This design comes from an exercise in tuning for small area and a short achievable clock period on the open sky130 flow, not from production work. At most, simulation tests tie the RTL to the original design; equivalence was not proved.

==> try-violet <==
==> flow/design.v (excerpt) <==
module Processor_Main_Module(data_in,clk,reset,data_out,ins,A,B,current_address,ans_ex,mux_ans_dm,ans_wb,interrupt,
imem_data,dmem_rdata,dmem_en,dmem_we,dmem_wdata);
export LEC_CHECK = 0
export CAP_MARGIN = 20
export CORE_MARGIN = 2
export CORE_UTILIZATION = 55
export CTS_CLUSTER_DIAMETER = 80
export CTS_CLUSTER_SIZE = 26
export SETUP_SLACK_MARGIN = 5
export SLEW_MARGIN = 20
export SYNTH_HIERARCHICAL = 1
create_clock -name core_clock -period 12.5 [get_ports {clk}]
standard.sh (not shown) runs the stock make flow with config.mk's settings and CLKGATE_MAP_FILE= SYNTH_SCRIPT=/design/flow/synth_recipe.tcl, a recipe that flattens the netlist after the stock synthesis.
==> flow/flow/run.sh <==
#!/bin/bash
# The standard layout (standard synthesis unchanged, same settings), except:
#  - the port buffers are plain buffers (buf_1), which the timing repair can resize,
#    instead of the delay cells buffer_ports picks by default; every port is still buffered;
#  - the timing repair aims at a setup margin of 5.3 ns instead of 5.
set -euo pipefail
bash standard.sh synth > synth.log 2>&1
bash standard.sh SETUP_SLACK_MARGIN=5.3 \
  "BUFFER_PORTS_ARGS=-buffer_cell sky130_fd_sc_hd__buf_1" \
  finish > layout.log 2>&1
==> try-cedar (differences from try-violet) <==
==> flow/flow/run.sh (replaced) <==
#!/bin/bash
# The standard layout (standard synthesis unchanged, same settings), except that the
# port buffers are plain buffers (buf_2), which the timing repair can resize, instead of
# the delay cells buffer_ports picks by default. Every port is still buffered.
# The timing repair aims at a setup margin of 5.5 ns instead of 5.
set -euo pipefail
bash standard.sh synth > synth.log 2>&1
bash standard.sh SETUP_SLACK_MARGIN=5.5 "BUFFER_PORTS_ARGS=-buffer_cell sky130_fd_sc_hd__buf_2" finish > layout.log 2>&1
Settings changed: CORE_UTILIZATION 55 to 50, CTS_CLUSTER_DIAMETER 80 to 70, CTS_CLUSTER_SIZE 26 to 22.
==> try-amber (differences from try-violet) <==
--- a/flow/design.v
+++ b/flow/design.v
@@ -174,20 +174,20 @@
   wire nb0, nb1, nM0, t7, nbc, Zbig;
   jc_nor3  b0(.a(B[3]), .b(B[4]), .c(B[5]), .y(nb0));
   jc_nor2  b1(.a(B[6]), .b(B[7]), .y(nb1));
   jc_inv   b2(.a(M[0]), .y(nM0));
   jc_nand2 b3(.a(A[7]), .b(nM0), .y(t7));
   jc_aoi21 b4(.a1(isSar), .a2(t7), .b1(isShNB), .y(nbc));
   jc_aoi21 b5(.a1(nb0), .a2(nb1), .b1(nbc), .y(Zbig));
   jc_nor4  s6(.a(Zls), .b(Zrs), .c(Zoth), .d(Zbig), .y(nZo));
-  wire [1:0] Zq, Cq;
+  wire [3:0] Zq, Cq;
   genvar q;
   generate
-    for (q = 0; q < 2; q = q + 1) begin : zq
+    for (q = 0; q < 4; q = q + 1) begin : zq
       jc_o31ai zf(.a1(zl0), .a2(zl1), .a3(nisLZ), .b1(nZo), .y(Zq[q]));
     end
   endgenerate
   assign Zf = Zq[0];
   wire G10, G32, G54, G76, P10, P32, P54, P76;
   jc_oai21 c10(.a1(np[1]), .a2(ng[0]), .b1(ng[1]), .y(G10));
   jc_oai21 c32(.a1(np[3]), .a2(ng[2]), .b1(ng[3]), .y(G32));
   jc_oai21 c54(.a1(np[5]), .a2(ng[4]), .b1(ng[5]), .y(G54));
@@ -214,27 +214,27 @@
   jc_aoi21 y6(.a1(P54), .a2(c4), .b1(G54), .y(c6n));
   jc_inv   y6i(.a(c6n), .y(cy[6]));
   jc_oai21 y7(.a1(np[6]), .a2(c6n), .b1(ng[6]), .y(cy[7]));            
   wire G70, P70, nco;
   jc_oai21 c70(.a1(nP74), .a2(nG30), .b1(nG74), .y(G70));
   jc_nor2  q70(.a(nP74), .b(nP30), .y(P70));
   jc_aoi21 cin(.a1(P70), .a2(sub), .b1(G70), .y(nco));
   generate
-    for (q = 0; q < 2; q = q + 1) begin : cq
+    for (q = 0; q < 4; q = q + 1) begin : cq
       jc_oai21 cf(.a1(nco), .a2(nisAr), .b1(nCo), .y(Cq[q]));
     end
   endgenerate
   assign Cf = Cq[0];
   genvar j;
   generate
     for (j = 0; j < 8; j = j + 1) begin : out
       wire yz, yc;
-      jc_mux2i mz(.a0(aZ0[j]), .a1(aZ1[j]), .s(Zq[j/4]), .y(yz));
-      jc_mux2i mcc(.a0(aC0[j]), .a1(aC1[j]), .s(Cq[j/4]), .y(yc));
+      jc_mux2i mz(.a0(aZ0[j]), .a1(aZ1[j]), .s(Zq[j/2]), .y(yz));
+      jc_mux2i mcc(.a0(aC0[j]), .a1(aC1[j]), .s(Cq[j/2]), .y(yc));
       jc_nand2 mo(.a(yz), .b(yc), .y(ca[j]));
     end
   endgenerate
 endmodule
 module pc_inc(input [7:0] a, output [7:0] y);
   assign y = a + 8'd1;
 endmodule
 module rb_aoi222(input a1, a2, b1, b2, c1, c2, output y);
==> flow/run.sh (new file) <==
#!/bin/bash
# synth_recipe.tcl (not shown) runs the flow's synth.tcl, then flattens the netlist and writes it again
# the make line also repeats each setting of config.mk as NAME=value (left out here)
make -C /OpenROAD-flow-scripts/flow DESIGN_CONFIG=/design/flow/config.mk WORK_HOME=/design/flow/orfs CLKGATE_MAP_FILE= SYNTH_SCRIPT=/design/flow/synth_recipe.tcl finish
Settings changed: CORE_UTILIZATION 55 to 50, CTS_CLUSTER_DIAMETER 80 to 70, CTS_CLUSTER_SIZE 26 to 22.
removed: flow/flow/run.sh
removed: flow/standard.sh
==> comparison table <==
| quantity | try-cedar | try-amber | try-violet |
|---|---|---|---|
| Signal buf overhead | 5.90% | 9.51% | 5.06% |
| Layout clock buffers | 36 | 31 | 22 |
| Total Die Area | 40,100 µm² | 40,200 µm² | 36,500 µm² |
| Met2 capacity usage during global routing | 52.0% | 54.9% | 56.9% |
| Global-route track usage on met3 | 4.54% | 5.13% | 5.14% |
| Routed via count | 16,400 | 16,700 | 16,100 |
| Initial detailed-routing violation count | 2,264 | 2,505 | 2,238 |
| Fraction of layout cells with a size suffix above 1 | 20.4% | 17.6% | 13.0% |
| Outcome | no timing/DRC/antenna violations | no timing/DRC/antenna violations | no timing/DRC/antenna violations |
| Number of non-clock buffers in the layout | 209 | 258 | 199 |
| Post-synthesis adder-cell area fraction | 0.325% | 0.324% | 0.325% |
| Die extent in y | 200 µm | 200 µm | 191 µm |
| Worst relative slew slack | 21.1% | 23.5% | 20.4% |
Only the layout flow was run in try-amber; the RTL was not checked for function there.

-- what the ideal ports hide --
In the flow no input, the clock included, has a driving cell. The finished layouts below were timed again as built, in two steps.
Step 1 (the two cells are an assumption about what drives the block):
set clk [get_ports {clk}]
set_driving_cell -lib_cell sky130_fd_sc_hd__clkbuf_16 $clk
set_driving_cell -lib_cell sky130_fd_sc_hd__buf_2 [delete_from_list [all_inputs] $clk]
Step 2 moves the port delays by t, midway between the first and last clock arrival at a register: inputs arrive t later, outputs are due t later. That takes back most of the time a late clock gives input paths.
a / b / c = ideal ports / drivers / drivers and shift; a / b = the first two.
run	shift t [ns]	setup slack, ns	latest minus earliest clock arrival (ns)
try-violet	0.602	5.318 / 5.276 / 5.276	0.033 / 0.034
try-cedar	0.667	5.294 / 5.245 / 5.245	0.054 / 0.054
try-amber	0.661	5.061 / 5.044 / 4.425	0.043 / 0.043
After both steps setup and hold are still met in every run listed. The setup slack of try-amber, which loses most, moves by -0.017 ns with the drivers and by -0.636 ns with both steps.
